What follows belongs to an exercise in optimizing a design on an open flow for small area and a short achievable clock period; a production flow would make more cautious choices.
The RTL was checked by simulation tests, not by an equivalence proof against the original design.
Power and IR drop assume default switching activity.

## build 40
Design DSP, start of the top module:
module DSP (A,B,D,C,CLK,CARRYIN,OPMODE,BCIN,RSTA,RSTB,RSTM,
RSTP,RSTC,RSTD,RSTCARRYIN,RSTOPMODE,CEA,CEB,CEM,CEP,CEC,CED,
CECARRYIN,CEOPMODE,PCIN,BCOUT,PCOUT,P,M,CARRYOUT,CARRYOUTF);
export LEC_CHECK = 0
export ABC_AREA = 1
export CAP_MARGIN = 20
export CORE_MARGIN = 2
export CORE_UTILIZATION = 40
export CTS_BUF_LIST = sky130_fd_sc_hd__clkbuf_4 sky130_fd_sc_hd__clkbuf_8
export SETUP_SLACK_MARGIN = 3.0
export SLEW_MARGIN = 20
export BUFFER_PORTS_ARGS = -buffer_cell sky130_fd_sc_hd__buf_2
export PRE_RESIZE_TCL = /design/flow/flow/ports.tcl
create_clock -name core_clock -period 7.0 [get_ports {CLK}]
standard.sh (not shown) runs the stock make flow with config.mk's settings and CLKGATE_MAP_FILE= SYNTH_SCRIPT=/design/flow/synth_recipe.tcl, a recipe that flattens the netlist after the stock synthesis.
==> flow/flow/run.sh <==
#!/bin/bash
# The standard layout (standard.sh: standard synthesis, then ORFS to
# finish), with one change: the port buffers are plain buffers (buf_2 from
# buffer_ports, then buf_1 on the inputs) instead of the delay cell
# buffer_ports picks by default.  Each tool's output is in orfs/logs.
set -euo pipefail
HERE=$(pwd)
cat >> config.mk <<EOC
export BUFFER_PORTS_ARGS = -buffer_cell sky130_fd_sc_hd__buf_2
export PRE_RESIZE_TCL = $HERE/flow/ports.tcl
EOC
bash standard.sh > standard.log 2>&1
==> flow/flow/ports.tcl <==
# Before repair_design: the input ports' buffers become buf_1.
set n 0
foreach bterm [[ord::get_db_block] getBTerms] {
  if {[$bterm getIoType] ne "INPUT"} { continue }
  set net [$bterm getNet]
  if {$net eq "NULL" || [$net getSigType] eq "CLOCK"} { continue }
  foreach iterm [$net getITerms] {
    set inst [$iterm getInst]
    if {[[$inst getMaster] getName] eq "sky130_fd_sc_hd__buf_2"} {
      replace_cell [get_cells [$inst getName]] sky130_fd_sc_hd__buf_1
      incr n
    }
  }
}
puts "flow/ports.tcl: $n input buffers set to buf_1"
Every stage of the flow completed for build 40, and the final layout passed the timing, DRC and antenna checks.
> inputs changed (build 40 -> build 67)
# build 40
export LEC_CHECK = 0
export ABC_AREA = 1
export CAP_MARGIN = 20
export CORE_MARGIN = 2
export CORE_UTILIZATION = 40
export CTS_BUF_LIST = sky130_fd_sc_hd__clkbuf_4 sky130_fd_sc_hd__clkbuf_8
export SETUP_SLACK_MARGIN = 3.0
export SLEW_MARGIN = 20
export BUFFER_PORTS_ARGS = -buffer_cell sky130_fd_sc_hd__buf_2
export PRE_RESIZE_TCL = /design/flow/flow/ports.tcl
create_clock -name core_clock -period 7.0 [get_ports {CLK}]
# build 67
export LEC_CHECK = 0
export CAP_MARGIN = 20
export CORE_MARGIN = 2
export CORE_UTILIZATION = 40
export SLEW_MARGIN = 20
create_clock -name core_clock -period 7.0 [get_ports {CLK}]
==> flow/run.sh (new file) <==
#!/bin/bash
# synth_recipe.tcl (not shown) runs the flow's synth.tcl, then flattens the netlist and writes it again
# the make line also repeats each setting of config.mk as NAME=value (left out here)
make -C /OpenROAD-flow-scripts/flow DESIGN_CONFIG=/design/flow/config.mk WORK_HOME=/design/flow/orfs CLKGATE_MAP_FILE= SYNTH_SCRIPT=/design/flow/synth_recipe.tcl finish
removed: flow/flow/run.sh
removed: flow/flow/ports.tcl
removed: flow/standard.sh
Results
As far as clock-pin slew on the worst setup and hold paths is concerned, build 40 and build 67 perform about the same. On number of iterations in the first detailed-routing pass: build 67 sits below build 40. Comparing build 67 and build 40, the higher proportion of cell area occupied by registers is on build 40. Number of instances resized during post-cts repair: lower on build 67.
What build 15 does differently from build 67 at the input level:
# build 67
export LEC_CHECK = 0
export CAP_MARGIN = 20
export CORE_MARGIN = 2
export CORE_UTILIZATION = 40
export SLEW_MARGIN = 20
create_clock -name core_clock -period 7.0 [get_ports {CLK}]
# build 15
export LEC_CHECK = 0
export ABC_AREA = 1
export CAP_MARGIN = 20
export CORE_MARGIN = 2
export CORE_UTILIZATION = 40
export SETUP_SLACK_MARGIN = 2.5
export SLEW_MARGIN = 20
export DONT_BUFFER_PORTS = 1
export PRE_GLOBAL_PLACE_TCL = /design/flow/flow/ports.tcl
create_clock -name core_clock -period 7.0 [get_ports {CLK}]
==> flow/flow/run.sh (new file) <==
#!/bin/bash
# The standard layout (standard.sh: standard synthesis, then ORFS to
# finish), with one change: each port gets a plain buffer (buf_1 on inputs,
# buf_2 on outputs) instead of the cell buffer_ports picks by default.
set -euo pipefail
HERE=$(pwd)
cat >> config.mk <<EOC
export DONT_BUFFER_PORTS = 1
export PRE_GLOBAL_PLACE_TCL = $HERE/flow/ports.tcl
EOC
bash standard.sh > standard.log 2>&1
==> flow/flow/ports.tcl (new file) <==
# Port buffers, run before global placement in place of ORFS's buffer_ports.
puts "Perform port buffering (flow/ports.tcl)..."
buffer_ports -inputs -buffer_cell sky130_fd_sc_hd__buf_1
buffer_ports -outputs -buffer_cell sky130_fd_sc_hd__buf_2
==> flow/standard.sh (new file) <==
#!/bin/bash
# synth_recipe.tcl (not shown) runs the flow's synth.tcl, then flattens the netlist and writes it again
# the make line also repeats each setting of config.mk as NAME=value (left out here)
make -C /OpenROAD-flow-scripts/flow DESIGN_CONFIG=/design/flow/config.mk WORK_HOME=/design/flow/orfs CLKGATE_MAP_FILE= SYNTH_SCRIPT=/design/flow/synth_recipe.tcl "${@:-finish}"
removed: flow/run.sh
[summary]
Build 15 completed; timing, DRC and antenna clean. Minimum period implied by the final worst setup slack for build 15: 1280 ps down relative to build 67. From build 67 to build 15 the numbers moved as follows: area growth from synthesis to layout moved down, cell count moved down, global-route wire length before repair moved up. Worst setup slack improves in build 15 relative to build 67. Relative to build 67, sequential share of the synthesized area increased by 1.8 points in build 15. Build 15 gives less multi-input combinational area share than build 67 did. Net switching component of the power for build 15 is lower than for build 67. Sort build 15 and build 67 by detailed-routed wire length on met2 asc -> top: build 67.
diff inputs: build 15 => build 56
# build 15
export LEC_CHECK = 0
export ABC_AREA = 1
export CAP_MARGIN = 20
export CORE_MARGIN = 2
export CORE_UTILIZATION = 40
export SETUP_SLACK_MARGIN = 2.5
export SLEW_MARGIN = 20
export DONT_BUFFER_PORTS = 1
export PRE_GLOBAL_PLACE_TCL = /design/flow/flow/ports.tcl
create_clock -name core_clock -period 7.0 [get_ports {CLK}]
# build 56
export LEC_CHECK = 0
export ABC_AREA = 1
export CAP_MARGIN = 20
export CORE_MARGIN = 2
export CORE_UTILIZATION = 40
export SETUP_SLACK_MARGIN = 3.0
export SLEW_MARGIN = 20
export BUFFER_PORTS_ARGS = -buffer_cell sky130_fd_sc_hd__buf_2
export PRE_RESIZE_TCL = /design/flow/flow/ports.tcl
create_clock -name core_clock -period 7.0 [get_ports {CLK}]
==> flow/flow/run.sh <==
#!/bin/bash
# The standard layout (standard.sh: standard synthesis, then ORFS to
# finish), with one change: the port buffers are plain buffers (buf_2 from
# buffer_ports, then buf_1 on the inputs) instead of the delay cell
# buffer_ports picks by default.  Each tool's output is in orfs/logs.
set -euo pipefail
HERE=$(pwd)
cat >> config.mk <<EOC
export BUFFER_PORTS_ARGS = -buffer_cell sky130_fd_sc_hd__buf_2
export PRE_RESIZE_TCL = $HERE/flow/ports.tcl
EOC
bash standard.sh > standard.log 2>&1
==> flow/flow/ports.tcl <==
# Before repair_design: the input ports' buffers become buf_1.
set n 0
foreach bterm [[ord::get_db_block] getBTerms] {
  if {[$bterm getIoType] ne "INPUT"} { continue }
  set net [$bterm getNet]
  if {$net eq "NULL" || [$net getSigType] eq "CLOCK"} { continue }
  foreach iterm [$net getITerms] {
    set inst [$iterm getInst]
    if {[[$inst getMaster] getName] eq "sky130_fd_sc_hd__buf_2"} {
      replace_cell [get_cells [$inst getName]] sky130_fd_sc_hd__buf_1
      incr n
    }
  }
}
puts "flow/ports.tcl: $n input buffers set to buf_1"
### Flow results
Per the comparison of build 56 with build 15, wire length reported by the detailed router +about 4.3%; first-iteration DRC count +12%; sequential share of layout area -1.7 points; initial antenna violation count -4. Going from build 15 to build 56, utilization +5.2 points, sequential power share moved down.

-- port drivers added, routing unchanged --
Ports are ideal in the flow. The routed layouts listed here were re-timed in OpenROAD.
Step 1: set_driving_cell puts a clkbuf_16 on CLK and a buf_2 on each other input, an assumption about the parent block.
Step 2 times the ports against the registers' clock, not the clock port: input delays grow and output delays shrink by t, the midpoint of the rising clock arrivals with the driver on.
a / b / c = ideal / step 1 / step 2; a / b = the first two.
| run | t, ns | slack for setup (ns) | worst hold slack (ns) | worst setup path after step 2 | clock arrival spread, ns |
|---|---|---|---|---|---|
| build 40 | 0.690 | 3.050 / 2.984 / 3.094 | 0.462 / 0.462 / 0.462 | register to register | 0.030 / 0.030 |
| build 67 | 0.652 | 1.252 / 1.252 / 1.252 | 0.489 / 0.489 / 0.489 | register to register | 0.042 / 0.042 |
| build 15 | 0.659 | 2.528 / 2.500 / 2.500 | 0.457 / 0.460 / 0.460 | register to register | 0.021 / 0.021 |
| build 56 | 0.665 | 3.067 / 3.001 / 3.068 | 0.464 / 0.464 / 0.464 | register to register | 0.029 / 0.029 |
After both steps setup and hold are still met in every run listed. The setup slack of build 15, which loses most, moves by -0.028 ns with the drivers and by -0.028 ns with both steps.
